Background: an optimization exercise with open tools, aiming at small area. Do not read the settings as production practice. RTL that was checked went through simulation tests only; none was proved equivalent to the original. Only the layout flow was run in runs 1, 3 and 4; the RTL was not checked for function there.

## flow/design.v (module list and top-level ports; edited modules follow where they fit)
// module dline: 13 lines
// module lzc24: 10 lines
// module tzc24: 10 lines
// module mul: 53 lines
// module mult24: 1275 lines
// module add_align: 43 lines
// module add_round: 27 lines
// module mac: 36 lines
module mac(clk, a, b, c, op, z);
  // ...
==> flow/run.sh <==
#!/bin/bash
# synth_recipe.tcl (not shown) runs the flow's synth.tcl, then flattens the netlist and writes it again
# the make line also repeats each setting of config.mk as NAME=value (left out here)
make -C /OpenROAD-flow-scripts/flow DESIGN_CONFIG=/design/flow/config.mk WORK_HOME=/design/flow/orfs CLKGATE_MAP_FILE= SYNTH_SCRIPT=/design/flow/synth_recipe.tcl finish
==> flow/config.mk <==
export PLATFORM = sky130hd
export DESIGN_NAME = mac
export DESIGN_NICKNAME = mac
export VERILOG_FILES = /design/flow/design.v
export SDC_FILE = /design/flow/constraint.sdc
export NUM_CORES = 4
export LEC_CHECK = 0
export CAP_MARGIN = 20
export CORE_MARGIN = 2
export CORE_UTILIZATION = 40
export SLEW_MARGIN = 20
==> flow/constraint.sdc <==
create_clock -name core_clock -period 13.0 [get_ports {clk}]
set_input_delay 2.6000 -clock core_clock [delete_from_list [all_inputs] [get_ports {clk}]]
set_output_delay 2.6000 -clock core_clock [all_outputs]
set_load 0.01 [all_outputs]
==> flow_metrics.py, run 1 <==
metrics = {
    "run_status": {
        "status": "no timing/DRC/antenna violations",
    },
    "route": {
        "wl_met1_um": 64600,
        "met2_length_um": 65800,
        "wirelength_um": 147000,
    },
    "cells_and_area": {
        "drive_above_1_share_pct": 11.6,
        "fin_cells": 7072,
        "syn_to_final_growth_pct": 15.6,
        "most-common-layout-cells": "dfxtp_1, inv_1, nor2_1, nand2_1, buf_4",
    },
    "synth": {
        "synth-compound-area-share_pct": 20.1,
        "synth_largest_area_cell": "dfxtp_1",
        "syn-num-nets": 5878,
        "ys_seq_area_share_pct": 26.0,
        "syn_avg_cell_area_um2": 8.53,
    },
    "sta": {
        "tns_ns": 0,
        "tightest_slew_ns": 1.13,
        "min_period_over_period_pct": 94.8,
    },
    "placement": {
        "gp_congestion": 0.971,
        "dp_slack_ns": -0.161,
    },
    "global_routing": {
        "grt_max_degree": 77,
        "global_route.usage.met3_pct": 3.72,
    },
    "clock_network": {
        "clk_path_buf_depth": 3,
    },
    "min_path": {
        "min-delay-start": "u_dl.r[5][30]",
    },
    "die": {
        "die_x_um": 339,
    },
    "worst_setup_path": {
        "worstPathMaxFanout": 18,
    },
}
==> module mul, before the edit <==
module mul(a, b, z, up);
  input  [31:0] a, b;
  output [31:0] z;
  output        up;
  wire       s    = a[31] ^ b[31];
  wire [7:0] ea   = a[30:23];
  wire [7:0] eb   = b[30:23];
  wire       anz  = |ea;
  wire       bnz  = |eb;
  wire       amax = &ea;
  wire       bmax = &eb;
  wire       amz  = ~|a[22:0];
  wire       bmz  = ~|b[22:0];
  wire       nan  = (amax & ~amz) | (bmax & ~bmz) |
                    (amax & ~bnz & bmz) | (bmax & ~anz & amz);
  wire       inf  = amax | bmax;
  wire [23:0] ma = {anz, a[22:0]};
  wire [23:0] mb = {bnz, b[22:0]};
  wire [47:0] p;
  mult24 u_mult(ma, mb, p);
  wire [4:0] la, lb, ta, tb;
  lzc24 u_la(ma, la);
  lzc24 u_lb(mb, lb);
  tzc24 u_ta(ma, ta);
  tzc24 u_tb(mb, tb);
  wire [5:0] lza = {1'b0, la | lb};
  wire [5:0] tz  = ta + tb;
  wire signed [9:0] zb = $signed({2'b00, ea[7:1], ea[0] | ~anz}) +
                         $signed({2'b00, eb[7:1], eb[0] | ~bnz}) - 10'sd126;
  wire signed [9:0] zm1 = zb - 10'sd1;
  wire signed [9:0] lzs = $signed({4'b0000, lza});
  wire              lim = zm1 <= lzs;            
  wire signed [9:0] l0f = lim ? zm1 : lzs;       
  wire signed [6:0] l0  = (l0f < -10'sd31) ? -7'sd31 :
                          (l0f >  10'sd31) ?  7'sd31 : l0f[6:0];
  wire [5:0]        u   = 6'd31 - l0[5:0];       
  wire [109:0] w = {31'b0, p, 31'b0} >> u;
  wire [26:0]  q = w[47:21];
  wire extra = ~q[26] & ~lim;
  wire [23:0] m  = extra ? q[25:2] : q[26:3];
  wire        g  = extra ? q[1] : q[2];
  wire        r  = extra ? q[0] : q[1];
  wire signed [7:0] lowlim = 8'sd21 - {l0[6], l0};
  wire        st0 = ~lowlim[7] & ($signed({2'b00, tz}) < lowlim);
  wire        st = st0 | (~extra & q[0]);
  wire        rup = g & (r | st | m[0]);
  wire signed [9:0] e = zb - {{3{l0[6]}}, l0} - {9'b0, extra};
  wire ovf = e > 10'sd254;
  assign z  = nan         ? {s, 9'h1ff, 22'b0} :
              (inf | ovf) ? {s, 8'hff, 23'b0} :
                            {s, m[23] ? e[7:0] : 8'h00, m[22:0]};
  assign up = rup & ~(nan | inf | ovf);
endmodule
==> module add_align, before the edit <==
module add_align(x, y, sgn, nan, inf, eb, sum);
  input  [31:0] x, y;
  output        sgn, nan, inf;
  output [7:0]  eb;
  output [27:0] sum;
  wire       sx   = x[31];
  wire       sy   = y[31];
  wire       xmax = &x[30:23];
  wire       ymax = &y[30:23];
  wire       xmz  = ~|x[22:0];
  wire       ymz  = ~|y[22:0];
  wire       xn   = xmax & ~xmz;
  wire       yn   = ymax & ~ymz;
  wire       xi   = xmax & xmz;
  wire       yi   = ymax & ymz;
  wire [32:0] kx = xmax ? {10'b0000000001, x[22:0]} : {x[30:0], 2'b00};
  wire [32:0] ky = ymax ? {10'b0000000001, y[22:0]} : {y[30:0], 2'b00};
  wire xgt = kx > ky;
  wire tie = kx == ky;
  wire sdp = tie ? (sx & sy) : (xgt ? sx : sy);
  assign sgn = (xi & yi)  ? sy :
               (xi & ~yn) ? sx :
               (yi & ~xn) ? sy : sdp;
  assign nan = xn | yn | (xi & yi & (sx ^ sy));
  assign inf = xi | yi;
  wire [30:0] bg = xgt ? x[30:0] : y[30:0];
  wire [30:0] sm = xgt ? y[30:0] : x[30:0];
  wire        bnz = |bg[30:23];
  wire        snz = |sm[30:23];
  assign      eb  = {bg[30:24], bg[23] | ~bnz};
  wire [7:0]  es  = {sm[30:24], sm[23] | ~snz};
  wire [23:0] mb  = {bnz, bg[22:0]};
  wire [23:0] ms  = {snz, sm[22:0]};
  wire [7:0]  d   = eb - es;
  wire [4:0]  dd  = (d > 8'd31) ? 5'd31 : d[4:0];
  wire [26:0] sx3 = {ms, 3'b000};
  wire [26:0] sa  = sx3 >> dd;
  wire [26:0] lost = sx3 & ~({27{1'b1}} << dd);
  wire        stk = |lost;
  wire [27:0] bgx = {1'b0, mb, 3'b000};
  wire [27:0] smx = {1'b0, sa[26:1], sa[0] | stk};
  assign sum = (sx ^ sy) ? bgx - smx : bgx + smx;
endmodule
==> run 2, diff against run 1 <==
--- a/flow/design.v
+++ b/flow/design.v
@@ -60,12 +60,11 @@
   wire [5:0] tz  = ta + tb;
   wire signed [9:0] zb = $signed({2'b00, ea[7:1], ea[0] | ~anz}) +
                          $signed({2'b00, eb[7:1], eb[0] | ~bnz}) - 10'sd126;
+  wire signed [9:0] t   = zb - 10'sd1 - $signed({4'b0000, lza});
+  wire              lim = t[9] | (t == 10'sd0);   
   wire signed [9:0] zm1 = zb - 10'sd1;
-  wire signed [9:0] lzs = $signed({4'b0000, lza});
-  wire              lim = zm1 <= lzs;            
-  wire signed [9:0] l0f = lim ? zm1 : lzs;       
-  wire signed [6:0] l0  = (l0f < -10'sd31) ? -7'sd31 :
-                          (l0f >  10'sd31) ?  7'sd31 : l0f[6:0];
+  wire signed [6:0] l0  = lim ? ((zm1 < -10'sd31) ? -7'sd31 : zm1[6:0])
+                            : ((lza > 6'd31) ? 7'sd31 : {1'b0, lza});
   wire [5:0]        u   = 6'd31 - l0[5:0];       
   wire [109:0] w = {31'b0, p, 31'b0} >> u;
   wire [26:0]  q = w[47:21];
@@ -77,8 +76,8 @@
   wire        st0 = ~lowlim[7] & ($signed({2'b00, tz}) < lowlim);
   wire        st = st0 | (~extra & q[0]);
   wire        rup = g & (r | st | m[0]);
-  wire signed [9:0] e = zb - {{3{l0[6]}}, l0} - {9'b0, extra};
-  wire ovf = e > 10'sd254;
+  wire signed [9:0] e = lim ? 10'sd1 : t + 10'sd1 - {9'b0, extra};
+  wire ovf = ~lim & (e > 10'sd254);
   assign z  = nan         ? {s, 9'h1ff, 22'b0} :
               (inf | ovf) ? {s, 8'hff, 23'b0} :
                             {s, m[23] ? e[7:0] : 8'h00, m[22:0]};
@@ -1400,7 +1399,8 @@
   wire        stk = |lost;
   wire [27:0] bgx = {1'b0, mb, 3'b000};
   wire [27:0] smx = {1'b0, sa[26:1], sa[0] | stk};
-  assign sum = (sx ^ sy) ? bgx - smx : bgx + smx;
+  wire        sub = sx ^ sy;
+  assign sum = bgx + (smx ^ {28{sub}}) + {27'b0, sub};
 endmodule
 module add_round(sgn, nan, inf, eb, sum, z);
   input         sgn, nan, inf;
==> run 2 against run 1 <==
Against the previous run: synthesized cell count decreased by 4.3%; highest routed layer is now met4; setup slack improved by 0.048 ns; still clean; via count decreased by 5.2%.
==> flow_metrics.py, run 2 <==
metrics = {
    "synth": {
        "yosysMostFrequentCell": "dfxtp_1",
        "synth_area_um2": 43700,
        "yosys_warnings": 6,
        "synth_largest_area_cell": "dfxtp_1",
        "syn-num-nets": 5622,
        "ys.flop_type": "dfxtp_1",
        "syn_avg_cell_area_um2": 8.65,
        "async_reset_ff_share_pct": 0,
        "synthCells": 5045,
        "synth-seq-cells": 584,
        "synth_edf_count": 0,
        "ys_types": 98,
        "ys_seq_area_share_pct": 26.8,
        "synth.top_cell.area_share_pct": 26.8,
        "synth_common_cells": "dfxtp_1, nor2_1, inv_1",
        "yosys-top-cells-area": "dfxtp_1, fa_1, xnor2_1, ha_1, mux2i_1",
    },
    "sta": {
        "tns_ns": 0,
        "fmax_mhz": 81.5,
        "tightest_slew_ns": 0.991,
        "max_slew_margin_pct": 32.3,
        "fin_worst_skew_ns": 0.0421,
        "rsz0062_at_grt": "false",
        "setup_viol": 0,
        "hold_viol": 0,
        "maxSlewViolCount": 0,
        "holdWs_ns": 0.299,
        "finalCriticalPeriod_ns": 12.28,
        "min_period_over_period_pct": 94.4,
    },
    "worst_setup_path": {
        "r2r-start": "p2[0]",
        "worst-path-stages": 51,
        "crit_type": "reg2reg",
        "cpMaxStageDelayCell": "a221oi_1",
        "crit_buf_inv": 7,
        "cp_common_cell": "ha_1",
        "arrival_ns": 12.79,
        "ff2ff_setup_slack_ns": 0.72,
        "start_kind": "register",
        "rr_worst_depth": 51,
        "worstPathMaxFanout": 10,
        "crit_family": "simple AND/OR/NAND/NOR gates",
        "worstReg2RegEnd": "sum3[20]",
        "cp.required_ns": 13.52,
        "slowest_delay_ns": 0.58,
        "end_kind": "register",
    },
    "cells_and_area": {
        "num-nets-final": 5822,
        "most-common-layout-cells": "dfxtp_1, nor2_1, inv_1, a21oi_1, xnor2_1",
        "n_antenna_cell": 0,
        "largest_register_ffs": 416,
        "drive_above_1_share_pct": 10.6,
        "final_area_um2": 50000,
        "syn_to_final_growth_pct": 14.7,
        "layout_commonest_cell": "dfxtp_1",
        "top_register": "u_dl.r",
    },
    "clock_network": {
        "ctsHoldBuffers": 0,
        "clk_path_buf_depth": 3,
        "cts_resized": 0,
        "cts_tree": "done",
        "post_cts_buffers": 0,
        "cts_buffers": 55,
        "clockRootBuffer": "clkbuf_16",
        "clock-sinks": 584,
        "cts_max_level": 2,
        "clkTransAtPathRegs_ns": 0.06,
        "clk_latency_ns": 0.64,
    },
    "die": {
        "die_x_um": 334,
        "start_util_pct": 40.2,
        "design.core.area_um2": 109000,
        "fp.dieH_um": 334,
        "dieArea_um2": 112000,
        "rows": 121,
        "io_pins": 130,
    },
    "global_routing": {
        "grt_pass1_wl_um": 214000,
        "first_global_vias": 36467,
        "grt_use_total_pct": 24.3,
        "grt_overflow_total": 0,
        "antenna_found_initial": 2,
        "grt_max_degree": 81,
    },
    "job": {
        "max_cap_viol_count": 0,
    },
    "route": {
        "vias_per_cell": 5.67,
        "wirelength_um": 139000,
        "drc": 0,
        "dr.pass1.iters": 6,
        "drt_iter0_markers": 3579,
        "wl_per_cell_um": 20.7,
        "ant_nets": 0,
        "vias": 38024,
    },
    "placement": {
        "gp_congestion": 0.961,
        "place_hpwl_um": 111000,
        "dpl_cell_area_um2": 48100,
        "io_buffers": 129,
    },
    "min_path": {
        "hold_path.class": "reg2reg",
        "min-delay-start": "u_dl.r[0][5]",
        "min_delay_path_depth": 0,
        "whs_endpoint": "u_dl.r[1][5]",
    },
    "run_status": {
        "status": "no timing/DRC/antenna violations",
    },
}
run 2: changes by cell type in the layout (fill, tap and decap cells not counted), sizes merged, moves of 22 or more:
| cell | previous run | this run |
|---|---|---|
| nand2 | 376 | 323 |
| nor3 | 116 | 88 |
| xor2 | 77 | 111 |
| ha | 247 | 222 |
| o21ai | 258 | 201 |
| inv | 458 | 385 |
| nand3 | 131 | 109 |
| buf | 371 | 330 |
| xnor2 | 359 | 333 |
run 2: how the worst max path moves through the flow:
stage / start / endpoint / slack (ns)
6_report: p2[0] / sum3[20] / 0.72
4_1_cts: b[1] / p2[14] / 0.65
2_1_floorplan: b[7] / p2[12] / 0.49
5_1_grt: b[1] / p2[22] / 0.004
3_3_place_gp: b[1] / u2 / 0.25
3_5_place_dp: b[1] / u2 / 0.03
run 2: area by class of cell:
class | instances | area (µm²)
timing repair buffer | 459 | 3860
inverter | 398 | 1500
fill | 10598 | 58500
multi-input combinational | 3747 | 29300
clock buffer | 79 | 1570
tap | 1414 | 1770
clock inverter | 22 | 319
sequential | 584 | 11700
run 2: stage by stage:
| stage | std cells | utilization [%] | setup WS [ns] |
|---|---|---|---|
| 2_1_floorplan | 5045 | - | 0.486 |
| 3_3_place_gp | 6602 | 44.3 | 0.252 |
| 3_5_place_dp | 6602 | 44.3 | 0.0318 |
| 5_1_grt | 6703 | 46.1 | 0.00359 |
| 6_report | 6703 | 46.1 | 0.725 |
| 4_1_cts | 6703 | 46.1 | 0.646 |
run 2: worst reg2reg max path: cells and delay by family, from the launching register on:
kind | cells | cell delay (ns)
muxes | 1 | 0.12
AOI/OAI and AO/OA | 16 | 3.31
buffers and inverters | 7 | 1.41
xor gates and xnor gates | 1 | 0.13
and+or+nand+nor | 19 | 5.29
adders and majority gates | 7 | 1.59
DFF | 1 | 0.32
run 2: logic make-up (layout without fill, tap and decap cells):
logic type,Yosys count,after routing,synth area share [%]
DFF,584,584,26.8
xor gates and xnor gates,447,447,9.07
and+or+nand+nor,1258,1258,13.5
muxes,267,267,6.90
buffers and inverters,714,958,6.22
AOI/OAI and AO/OA,1296,1296,19.4
adders and majority gates,479,479,18.2
run 2: metal layers:
metal	GRT usage, %	share of wire, %	vias up
li1	-	-	18103
met5	0	0	-
met3	3.71	7.2	225
met2	38.0	44	1418
met1	34.4	46	18278
met4	7.74	3.2	0
==> module mac, before the edit <==
module mac(clk, a, b, c, op, z);
  input         clk;
  input  [31:0] a;
  input  [31:0] b;
  input  [31:0] c;
  input         op;
  output [31:0] z;
  reg  [31:0] c1, c2, p2, r4;
  reg         u2;
  reg         sg3, nan3, inf3;
  reg  [7:0]  eb3;
  reg  [27:0] sum3;
  wire [31:0] pm;
  wire        pu;
  mul u_mul(a, b, pm, pu);
  wire [31:0] x = {p2[31], p2[30:0] + {30'b0, u2}};
  wire        sg, nan, inf;
  wire [7:0]  eb;
  wire [27:0] sum;
  add_align u_al(x, c2, sg, nan, inf, eb, sum);
  wire [31:0] s;
  add_round u_rd(sg3, nan3, inf3, eb3, sum3, s);
  always @(posedge clk) begin
    c1   <= {~op ^ c[31], c[30:0]};
    c2   <= c1;
    p2   <= pm;
    u2   <= pu;
    sg3  <= sg;
    nan3 <= nan;
    inf3 <= inf;
    eb3  <= eb;
    sum3 <= sum;
    r4   <= s;
  end
  dline #(32, 13) u_dl(clk, r4, z);
endmodule
==> run 3, diff against run 2 <==
--- a/flow/design.v
+++ b/flow/design.v
@@ -31,11 +31,14 @@
       if (x[i]) n = i[4:0];
   end
 endmodule
-module mul(a, b, z, up);
+module mul(a, b, s, nan, inf, lim, q, st0, e8, ovf0, ovf1);
   input  [31:0] a, b;
-  output [31:0] z;
-  output        up;
-  wire       s    = a[31] ^ b[31];
+  output        s, nan, inf, lim;
+  output [26:0] q;
+  output        st0;
+  output [7:0]  e8;
+  output        ovf0, ovf1;
+  assign     s    = a[31] ^ b[31];
   wire [7:0] ea   = a[30:23];
   wire [7:0] eb   = b[30:23];
   wire       anz  = |ea;
@@ -44,9 +47,9 @@
   wire       bmax = &eb;
   wire       amz  = ~|a[22:0];
   wire       bmz  = ~|b[22:0];
-  wire       nan  = (amax & ~amz) | (bmax & ~bmz) |
+  assign     nan  = (amax & ~amz) | (bmax & ~bmz) |
                     (amax & ~bnz & bmz) | (bmax & ~anz & amz);
-  wire       inf  = amax | bmax;
+  assign     inf  = amax | bmax;
   wire [23:0] ma = {anz, a[22:0]};
   wire [23:0] mb = {bnz, b[22:0]};
   wire [47:0] p;
@@ -61,26 +64,39 @@
   wire signed [9:0] zb = $signed({2'b00, ea[7:1], ea[0] | ~anz}) +
                          $signed({2'b00, eb[7:1], eb[0] | ~bnz}) - 10'sd126;
   wire signed [9:0] t   = zb - 10'sd1 - $signed({4'b0000, lza});
-  wire              lim = t[9] | (t == 10'sd0);   
+  assign            lim = t[9] | (t == 10'sd0);   
   wire signed [9:0] zm1 = zb - 10'sd1;
   wire signed [6:0] l0  = lim ? ((zm1 < -10'sd31) ? -7'sd31 : zm1[6:0])
                             : ((lza > 6'd31) ? 7'sd31 : {1'b0, lza});
   wire [5:0]        u   = 6'd31 - l0[5:0];       
   wire [109:0] w = {31'b0, p, 31'b0} >> u;
-  wire [26:0]  q = w[47:21];
+  assign       q = w[47:21];
+  wire signed [7:0] lowlim = 8'sd21 - {l0[6], l0};
+  assign st0 = ~lowlim[7] & ($signed({2'b00, tz}) < lowlim);
+  wire signed [9:0] et = t + 10'sd1;
+  assign e8   = lim ? 8'd1 : et[7:0];
+  assign ovf0 = ~lim & (et > 10'sd255);
+  assign ovf1 = ~lim & (et == 10'sd255);
+endmodule
+module mul_fin(s, nan, inf, lim, q, st0, e8, ovf0, ovf1, z, up);
+  input         s, nan, inf, lim;
+  input  [26:0] q;
+  input         st0;
+  input  [7:0]  e8;
+  input         ovf0, ovf1;
+  output [31:0] z;
+  output        up;
   wire extra = ~q[26] & ~lim;
   wire [23:0] m  = extra ? q[25:2] : q[26:3];
   wire        g  = extra ? q[1] : q[2];
   wire        r  = extra ? q[0] : q[1];
-  wire signed [7:0] lowlim = 8'sd21 - {l0[6], l0};
-  wire        st0 = ~lowlim[7] & ($signed({2'b00, tz}) < lowlim);
   wire        st = st0 | (~extra & q[0]);
   wire        rup = g & (r | st | m[0]);
-  wire signed [9:0] e = lim ? 10'sd1 : t + 10'sd1 - {9'b0, extra};
-  wire ovf = ~lim & (e > 10'sd254);
+  wire [7:0]  e  = e8 - {7'b0, extra};
+  wire        ovf = ovf0 | (ovf1 & ~extra);
   assign z  = nan         ? {s, 9'h1ff, 22'b0} :
               (inf | ovf) ? {s, 8'hff, 23'b0} :
-                            {s, m[23] ? e[7:0] : 8'h00, m[22:0]};
+                            {s, m[23] ? e : 8'h00, m[22:0]};
   assign up = rup & ~(nan | inf | ovf);
 endmodule
 module mult24(x, y, p);
@@ -1436,15 +1452,21 @@
   input  [31:0] c;
   input         op;
   output [31:0] z;
-  reg  [31:0] c1, c2, p2, r4;
-  reg         u2;
+  reg  [31:0] c1, c2, r4;
+  reg         ps2, pn2, pi2, pl2, pst2, po02, po12;
+  reg  [26:0] pq2;
+  reg  [7:0]  pe2;
   reg         sg3, nan3, inf3;
   reg  [7:0]  eb3;
   reg  [27:0] sum3;
-  wire [31:0] pm;
+  wire        ps, pn, pi, pl, pst, po0, po1;
+  wire [26:0] pq;
+  wire [7:0]  pe;
+  mul u_mul(a, b, ps, pn, pi, pl, pq, pst, pe, po0, po1);
+  wire [31:0] pz;
   wire        pu;
-  mul u_mul(a, b, pm, pu);
-  wire [31:0] x = {p2[31], p2[30:0] + {30'b0, u2}};
+  mul_fin u_fin(ps2, pn2, pi2, pl2, pq2, pst2, pe2, po02, po12, pz, pu);
+  wire [31:0] x = {pz[31], pz[30:0] + {30'b0, pu}};
   wire        sg, nan, inf;
   wire [7:0]  eb;
   wire [27:0] sum;
@@ -1454,8 +1476,15 @@
   always @(posedge clk) begin
     c1   <= {~op ^ c[31], c[30:0]};
     c2   <= c1;
-    p2   <= pm;
-    u2   <= pu;
+    ps2  <= ps;
+    pn2  <= pn;
+    pi2  <= pi;
+    pl2  <= pl;
+    pq2  <= pq;
+    pst2 <= pst;
+    pe2  <= pe;
+    po02 <= po0;
+    po12 <= po1;
     sg3  <= sg;
     nan3 <= nan;
     inf3 <= inf;
==> run 3 against run 2 <==
Against the previous run: non-clock buffer count fell by 159; still clean; sequential share of layout area grew 0.96 points; design area is 2.4% lower; critical path type unchanged; sequential cell count is 9 higher; area after synthesis fell by 0.74%.
==> flow_metrics.py, run 3 <==
metrics = {
    "run_status": {
        "status": "no timing/DRC/antenna violations",
    },
    "route": {
        "wirelength_um": 134000,
        "drt_iter0_markers": 3243,
        "drc": 0,
        "vias_per_cell": 5.67,
        "ant_nets": 0,
        "dr.pass1.iters": 6,
        "wl_per_cell_um": 20.4,
        "vias": 37107,
    },
    "placement": {
        "gp_congestion": 0.968,
        "place_inst": 6427,
        "io_buffers": 129,
        "dp_slack_ns": 0.0649,
        "place_hpwl_um": 104000,
    },
    "clock_network": {
        "cts_buffers": 50,
        "clockRootBuffer": "clkbuf_16",
        "cts_tree": "done",
        "cts_max_level": 2,
        "clkTransAtPathRegs_ns": 0.06,
        "ctsHoldBuffers": 0,
        "clock-sinks": 593,
        "clk_latency_ns": 0.62,
        "clk_path_buf_depth": 3,
    },
    "sta": {
        "setup_viol": 0,
        "worst_slack_ns": 0.599,
        "fin_worst_skew_ns": 0.0340,
        "tightest_slew_ns": 1.12,
        "fmax_mhz": 80.6,
        "finalCriticalPeriod_ns": 12.40,
        "min_period_over_period_pct": 95.4,
        "hold_viol": 0,
        "maxSlewViolCount": 0,
        "max_slew_margin_pct": 25.0,
        "holdWs_ns": 0.307,
    },
    "synth": {
        "ys_seq_area_share_pct": 27.4,
        "syn_avg_cell_area_um2": 8.57,
        "synth_largest_area_cell": "dfxtp_1",
        "synth_top_family_by_area": "compound AO/OA/AOI/OAI gates",
        "yosysMostFrequentCell": "dfxtp_1",
        "synth_edf_count": 0,
        "synth_xor_area_share_pct": 9.73,
        "synth-seq-cells": 593,
        "synth.top_cell.area_share_pct": 27.4,
        "synthMuxAreaShare_pct": 5.09,
        "synthSimpleGateAreaFrac_pct": 14.6,
        "synthAdderAreaFrac_pct": 18.1,
        "synth_common_cells": "dfxtp_1, nand2_1, nor2_1",
        "synth_area_um2": 43300,
        "ys.flop_type": "dfxtp_1",
        "synthCells": 5057,
        "yosys-top-cells-area": "dfxtp_1, fa_1, xnor2_1, ha_1, nand2_1",
        "ys_types": 102,
        "syn-num-nets": 5625,
        "yosys_warnings": 6,
        "synth-compound-area-share_pct": 19.1,
        "async_reset_ff_share_pct": 0,
    },
    "die": {
        "rows": 120,
        "dieArea_um2": 111000,
        "design.core.area_um2": 107000,
        "fp.dieH_um": 333,
        "start_util_pct": 40.4,
        "io_pins": 130,
        "die_x_um": 333,
    },
    "cells_and_area": {
        "num-nets-final": 5675,
        "syn_to_final_growth_pct": 12.7,
        "largest_register_ffs": 416,
        "top_register": "u_dl.r",
        "layout_commonest_cell": "dfxtp_1",
        "fin_cells": 6546,
        "drive_above_1_share_pct": 8.09,
        "n_antenna_cell": 0,
        "most-common-layout-cells": "dfxtp_1, nand2_1, nor2_1, inv_1, xnor2_1",
    },
    "job": {
        "max_cap_viol_count": 0,
    },
    "global_routing": {
        "grt_use_total_pct": 23.5,
        "first_global_vias": 35275,
        "grt_max_degree": 76,
        "antenna_found_initial": 2,
        "grt_overflow_total": 0,
        "grt_pass1_wl_um": 207000,
    },
    "worst_setup_path": {
        "r2r-start": "po02",
        "start_kind": "register",
        "end_kind": "register",
        "worstPathMaxFanout": 10,
        "ff2ff_setup_slack_ns": 0.60,
        "rr_worst_depth": 57,
        "arrival_ns": 12.88,
        "crit_type": "reg2reg",
        "slowest_delay_ns": 0.59,
        "cp.required_ns": 13.48,
        "worstReg2RegEnd": "sum3[25]",
        "cpMaxStageDelayCell": "or4_4",
    },
    "min_path": {
        "min-delay-start": "u_dl.r[0][16]",
        "whs_endpoint": "u_dl.r[1][16]",
        "hold_path.class": "reg2reg",
        "min_delay_path_depth": 0,
    },
}
[run 3: cell count changes after synthesis, moves of 16 or more]
cell	before	now
xor2_1	111	133
mux2i_1	195	153
nand2_1	323	417
a21oi_1	350	303
o21ai_0	189	267
nor2_1	422	378
o21a_1	25	45
o21bai_1	37	53
a211oi_1	70	51
nand2b_1	33	58
[run 3: routing by layer]
metal	track usage [%]	share of wire [%]	vias to the layer above
met3	4.10	7.4	246
met4	6.79	3.1	0
met5	0	0	-
met2	36.1	43	1300
met1	33.5	46	17876
li1	-	-	17685
[run 3: per-stage QoR]
stage / util (%) / area, µm² / TNS, ns
floorplan: - / 43500 / 0
finish: 45.5 / 48800 / 0
global placement: 43.4 / 46500 / 0
global route: 45.5 / 48800 / -0.248
detailed placement: 43.4 / 46500 / 0
CTS: 45.1 / 48400 / 0
[run 3: worst max path at each step]
| stage | end | cells after the start | slack (ns) | start |
|---|---|---|---|---|
| 2_1_floorplan | sum3[25] | 65 | 0.07 | po02 |
| 3_3_place_gp | sum3[25] | 57 | 0.29 | po02 |
| 3_5_place_dp | sum3[25] | 57 | 0.06 | po02 |
| 4_1_cts | sum3[25] | 57 | 0.008 | pl2 |
| 5_1_grt | sum3[25] | 58 | -0.14 | po02 |
| 6_report | sum3[25] | 57 | 0.60 | po02 |
[run 3: kinds of logic after synthesis]
logic type	Yosys count
AOI/OAI and AO/OA	1287
xor gates and xnor gates	476
adders and majority gates	474
buffers and inverters	684
DFF	593
muxes	203
and+or+nand+nor	1340
[run 3: critical path, delay by kind of cell, from the launching register on]
family / cells / cell delay [ns]
AND/OR/NAND/NOR: 25 / 6.31
AO/OA/AOI/OAI: 14 / 2.54
adder cells (fa/ha/maj): 5 / 1.13
buffers and inverters: 7 / 0.97
multiplexers: 4 / 0.71
flip-flops: 1 / 0.34
XOR/XNOR: 2 / 0.30
[run 3: final cells by class]
class / instances / area (µm²)
Clock buffer: 62 / 1350
Clock inverter: 26 / 510
Fill cell: 10600 / 58400
Inverter: 380 / 1430
Multi-Input combinational cell: 3782 / 29300
Sequential cell: 593 / 11900
Tap cell: 1403 / 1760
Timing Repair Buffer: 300 / 2650
[run 3: what timing repair did]
action / 4_1_cts / 5_1_grt
setup buffers: 0 / 25
resized for setup: 0 / 36
setup endpoints to repair: 0 / 21
==> module add_round, before the edit <==
module add_round(sgn, nan, inf, eb, sum, z);
  input         sgn, nan, inf;
  input  [7:0]  eb;
  input  [27:0] sum;
  output [31:0] z;
  reg [4:0] lz;
  integer i;
  always @* begin
    lz = 5'd28;
    for (i = 0; i < 28; i = i + 1)
      if (sum[i]) lz = 5'd27 - i[4:0];
  end
  wire [4:0]  sh  = ({3'b000, lz} <= eb) ? lz : eb[4:0];
  wire [27:0] sn  = sum << sh;
  wire [23:0] m   = sn[27:4];
  wire        g   = sn[3];
  wire        r   = sn[2];
  wire        st  = sn[1] | sn[0];
  wire        up  = g & (r | st | m[0]);
  wire [8:0]  e   = {1'b0, eb} + 9'd1 - {4'b0, sh};
  wire        ovf = e[8] | (&e[7:0]);             
  wire [30:0] zu  = {m[23] ? e[7:0] : 8'h00, m[22:0]};
  wire [30:0] zr  = zu + {30'b0, up};
  assign z = nan         ? {sgn, 9'h1ff, 22'b0} :
             (inf | ovf) ? {sgn, 8'hff, 23'b0} :
                           {sgn, zr};
endmodule
==> run 4, diff against run 3 <==
--- a/flow/design.v
+++ b/flow/design.v
@@ -31,6 +31,34 @@
       if (x[i]) n = i[4:0];
   end
 endmodule
+module inc_rip #(parameter W = 31) (a, ci, s);
+  input  [W-1:0] a;
+  input          ci;
+  output [W-1:0] s;
+  wire [W:0] c;
+  assign c[0] = ci;
+  genvar i;
+  generate
+    for (i = 0; i < W; i = i + 1) begin : g
+      assign s[i]   = a[i] ^ c[i];
+      assign c[i+1] = a[i] & c[i];
+    end
+  endgenerate
+endmodule
+module add_rip #(parameter W = 8) (a, b, ci, s);
+  input  [W-1:0] a, b;
+  input          ci;
+  output [W-1:0] s;
+  wire [W:0] c;
+  assign c[0] = ci;
+  genvar i;
+  generate
+    for (i = 0; i < W; i = i + 1) begin : g
+      assign s[i]   = a[i] ^ b[i] ^ c[i];
+      assign c[i+1] = (a[i] & b[i]) | (c[i] & (a[i] ^ b[i]));
+    end
+  endgenerate
+endmodule
 module mul(a, b, s, nan, inf, lim, q, st0, e8, ovf0, ovf1);
   input  [31:0] a, b;
   output        s, nan, inf, lim;
@@ -60,23 +88,25 @@
   tzc24 u_ta(ma, ta);
   tzc24 u_tb(mb, tb);
   wire [5:0] lza = {1'b0, la | lb};
-  wire [5:0] tz  = ta + tb;
-  wire signed [9:0] zb = $signed({2'b00, ea[7:1], ea[0] | ~anz}) +
-                         $signed({2'b00, eb[7:1], eb[0] | ~bnz}) - 10'sd126;
-  wire signed [9:0] t   = zb - 10'sd1 - $signed({4'b0000, lza});
-  assign            lim = t[9] | (t == 10'sd0);   
-  wire signed [9:0] zm1 = zb - 10'sd1;
-  wire signed [6:0] l0  = lim ? ((zm1 < -10'sd31) ? -7'sd31 : zm1[6:0])
-                            : ((lza > 6'd31) ? 7'sd31 : {1'b0, lza});
-  wire [5:0]        u   = 6'd31 - l0[5:0];       
+  wire [5:0] tz;
+  add_rip #(6) u_tz({1'b0, ta}, {1'b0, tb}, 1'b0, tz);
+  wire [9:0] es, zb, et, zm1;
+  add_rip #(10) u_es({2'b00, ea[7:1], ea[0] | ~anz}, {2'b00, eb[7:1], eb[0] | ~bnz}, 1'b0, es);
+  add_rip #(10) u_zb(es, -10'd126, 1'b0, zb);
+  add_rip #(10) u_zm(es, -10'd127, 1'b0, zm1);
+  add_rip #(10) u_et(zb, {4'b1111, ~lza}, 1'b1, et);
+  assign lim = et[9] | (et[8:1] == 8'd0);        
+  wire signed [6:0] l0  = lim ? ((zm1[9] & ~(&zm1[8:5] & |zm1[4:0])) ? -7'sd31 : zm1[6:0])
+                            : (lza[5] ? 7'sd31 : {1'b0, lza});
+  wire [5:0] u = {l0[5], ~l0[4:0]};              
   wire [109:0] w = {31'b0, p, 31'b0} >> u;
   assign       q = w[47:21];
-  wire signed [7:0] lowlim = 8'sd21 - {l0[6], l0};
-  assign st0 = ~lowlim[7] & ($signed({2'b00, tz}) < lowlim);
-  wire signed [9:0] et = t + 10'sd1;
+  wire [7:0] tl;
+  add_rip #(8) u_tl({2'b00, tz}, {l0[6], l0}, 1'b0, tl);
+  assign st0 = tl[7] | (tl < 8'd21);
   assign e8   = lim ? 8'd1 : et[7:0];
-  assign ovf0 = ~lim & (et > 10'sd255);
-  assign ovf1 = ~lim & (et == 10'sd255);
+  assign ovf0 = ~lim & ~et[9] & et[8];
+  assign ovf1 = ~lim & ~et[9] & ~et[8] & (&et[7:0]);
 endmodule
 module mul_fin(s, nan, inf, lim, q, st0, e8, ovf0, ovf1, z, up);
   input         s, nan, inf, lim;
@@ -1440,7 +1470,8 @@
   wire [8:0]  e   = {1'b0, eb} + 9'd1 - {4'b0, sh};
   wire        ovf = e[8] | (&e[7:0]);             
   wire [30:0] zu  = {m[23] ? e[7:0] : 8'h00, m[22:0]};
-  wire [30:0] zr  = zu + {30'b0, up};
+  wire [30:0] zr;
+  inc_rip #(31) u_inc(zu, up, zr);
   assign z = nan         ? {sgn, 9'h1ff, 22'b0} :
              (inf | ovf) ? {sgn, 8'hff, 23'b0} :
                            {sgn, zr};
==> run 4 against run 3 <==
Against the previous run: setup slack gained 0.29 ns; highest routed layer is now met5; via count shrank 0.27%; largest cell class unchanged; worst hold slack lost 0.016 ns; core utilization shrank 0.34 points; sequential cell count is the same; area after synthesis grew 0.10%; wire length grew 1.4%; critical path depth shrank 4; global-route usage grew 0.44 points; register-to-register slack gained 0.29 ns.
==> flow_metrics.py, run 4 <==
metrics = {
    "job": {
        "max_cap_viol_count": 0,
    },
    "global_routing": {
        "first_global_vias": 35274,
        "grt_pass1_wl_um": 210000,
        "grt_use_total_pct": 23.9,
        "grt_max_degree": 61,
        "grt_overflow_total": 0,
        "antenna_found_initial": 2,
    },
    "min_path": {
        "hold_path.class": "reg2reg",
        "min-delay-start": "u_dl.r[11][7]",
        "min_delay_path_depth": 0,
        "whs_endpoint": "u_dl.r[12][7]",
    },
    "route": {
        "dr.pass1.iters": 9,
        "vias": 37006,
        "vias_per_cell": 5.71,
        "drt_iter0_markers": 3571,
        "drc": 0,
        "wl_per_cell_um": 20.9,
        "wirelength_um": 136000,
        "ant_nets": 0,
    },
    "cells_and_area": {
        "syn_to_final_growth_pct": 11.9,
        "largest_register_ffs": 416,
        "n_antenna_cell": 0,
        "drive_above_1_share_pct": 7.22,
        "layout_commonest_cell": "dfxtp_1",
        "most-common-layout-cells": "dfxtp_1, nand2_1, inv_1, nor2_1, xnor2_1",
        "num-nets-final": 5645,
        "top_register": "u_dl.r",
    },
    "die": {
        "die_x_um": 333,
        "design.core.area_um2": 107000,
        "io_pins": 130,
        "start_util_pct": 40.4,
        "dieArea_um2": 111000,
        "rows": 120,
        "fp.dieH_um": 333,
    },
    "synth": {
        "ys_types": 107,
        "synth_xor_area_share_pct": 8.52,
        "synth-seq-cells": 593,
        "syn-num-nets": 5618,
        "synthAdderAreaFrac_pct": 19.5,
        "synthSimpleGateAreaFrac_pct": 14.0,
        "synthMuxAreaShare_pct": 5.70,
        "synth_top_family_by_area": "adder cells",
        "ys_seq_area_share_pct": 27.4,
        "ys.flop_type": "dfxtp_1",
        "yosys-top-cells-area": "dfxtp_1, fa_1, ha_1, xnor2_1, mux2i_1",
        "async_reset_ff_share_pct": 0,
        "synth_largest_area_cell": "dfxtp_1",
        "synth-compound-area-share_pct": 18.5,
        "syn_avg_cell_area_um2": 8.66,
        "synth_area_um2": 43400,
        "yosys_warnings": 6,
        "synth_edf_count": 0,
        "yosysMostFrequentCell": "dfxtp_1",
        "synth_common_cells": "dfxtp_1, nand2_1, inv_1",
        "synth.top_cell.area_share_pct": 27.4,
        "synthCells": 5011,
    },
    "placement": {
        "place_hpwl_um": 106000,
        "gp_congestion": 0.982,
        "io_buffers": 129,
        "dp_slack_ns": 0.0935,
    },
    "sta": {
        "rsz0062_at_grt": "false",
        "max_slew_margin_pct": 17.7,
        "fin_worst_skew_ns": 0.0440,
        "maxSlewViolCount": 0,
        "hold_viol": 0,
        "fmax_mhz": 82.5,
        "worst_slack_ns": 0.885,
        "tightest_slew_ns": 1.20,
        "setup_viol": 0,
        "tns_ns": 0,
        "min_period_over_period_pct": 93.2,
        "finalCriticalPeriod_ns": 12.11,
    },
    "clock_network": {
        "clockRootBuffer": "clkbuf_16",
        "clkTransAtPathRegs_ns": 0.07,
        "cts_max_level": 2,
        "clk_path_buf_depth": 3,
        "cts_tree": "done",
        "cts_buffers": 55,
        "clock-sinks": 593,
        "post_cts_buffers": 0,
        "cts_resized": 0,
        "ctsHoldBuffers": 0,
        "clk_latency_ns": 0.63,
    },
    "worst_setup_path": {
        "ff2ff_setup_slack_ns": 0.89,
        "cp_common_cell": "ha_1",
        "end_kind": "register",
        "rr_worst_depth": 53,
        "crit_buf_inv": 7,
        "r2r-start": "pl2",
        "cpMaxStageDelayCell": "or4b_2",
        "worstPathMaxFanout": 21,
        "slowest_delay_ns": 0.69,
        "crit_type": "reg2reg",
        "cp.required_ns": 13.51,
        "start_kind": "register",
        "arrival_ns": 12.63,
        "worst-path-stages": 53,
        "worstReg2RegEnd": "sum3[26]",
        "crit_family": "simple AND/OR/NAND/NOR gates",
    },
    "run_status": {
        "status": "no timing/DRC/antenna violations",
    },
}
run 4: cell count changes after synthesis, sizes merged, moves of 18 or more:
cell    before  now
fa         257  275
inv        372  413
ha         213  234
nand3      118   82
and3        20   55
mux2i      153  185
xor2       134  102
o21ai      274  239
nand2b      58   40
xnor2      339  318
run 4: logic make-up (layout without fill, tap and decap cells):
logic type / count (synthesis) / after routing
mux: 231 / 231
flops: 593 / 593
simple gates: 1286 / 1286
fa+ha+maj: 513 / 513
xor+xnor: 420 / 420
compound gates: 1242 / 1242
buf+inv: 726 / 795
run 4: per-layer routing:
layer / track usage [%] / routed length [µm] / vias up
met3: 3.51 / 10800 / 242
li1: - / - / 17409
met5: 0 / 13 / -
met4: 7.26 / 4180 / 2
met1: 34.2 / 61400 / 17870
met2: 37.1 / 59200 / 1483
run 4: per-stage QoR:
step	hold slack, ns	utilization (%)	area, µm²	cells
3_5_place_dp	0.312	43.2	46400	6384
5_1_grt	0.302	45.2	48500	6483
6_report	0.292	45.2	48500	6483
2_1_floorplan	0.310	-	43400	5011
3_3_place_gp	0.310	43.2	46400	6383
4_1_cts	0.293	45.1	48400	6483
run 4: cell type report:
type | count | area [µm²]
inverters | 426 | 1600
well taps | 1403 | 1760
fillers | 10541 | 58800
repair buffers | 270 | 2360
clock inverters | 27 | 498
multi-input cells | 3692 | 28900
flip-flops and latches | 593 | 11900
clock buffers | 72 | 1530
run 4: worst max path at each step:
stage | end | start | slack, ns
6_report | sum3[26] | pl2 | 0.89
5_1_grt | sum3[26] | pl2 | 0.02
4_1_cts | sum3[26] | pl2 | 0.06
3_5_place_dp | sum3[26] | pl2 | 0.09
3_3_place_gp | sum3[26] | pl2 | 0.33
2_1_floorplan | sum3[24] | pq2[26] | 0.06

[static timing again, ports no longer ideal]
Ports are ideal in the flow. The routed layouts listed here were re-timed in OpenROAD. Step 1: set_driving_cell puts a clkbuf_16 on clk and a buf_2 on each other input, an assumption about the parent block. Step 2 also shifts input and output timing later by t, the mid clock arrival at the registers, as if the neighbouring blocks saw the same clock. Slacks: no drivers / after step 1 / after step 2; pairs: no drivers / after step 1.
run	t, ns	slack for setup (ns)	pins driven straight from the clock port
run 1	0.712	0.677 / 0.713 / 0.002	1
run 2	0.688	0.725 / 0.725 / 0.163	1
run 3	0.666	0.599 / 0.599 / 0.599	1
run 4	0.669	0.885 / 0.885 / 0.885	1
After both steps every run listed still meets setup and hold. For run 1, which loses most, drivers alone change the setup slack by +0.036 ns; drivers and shift together by -0.675 ns.
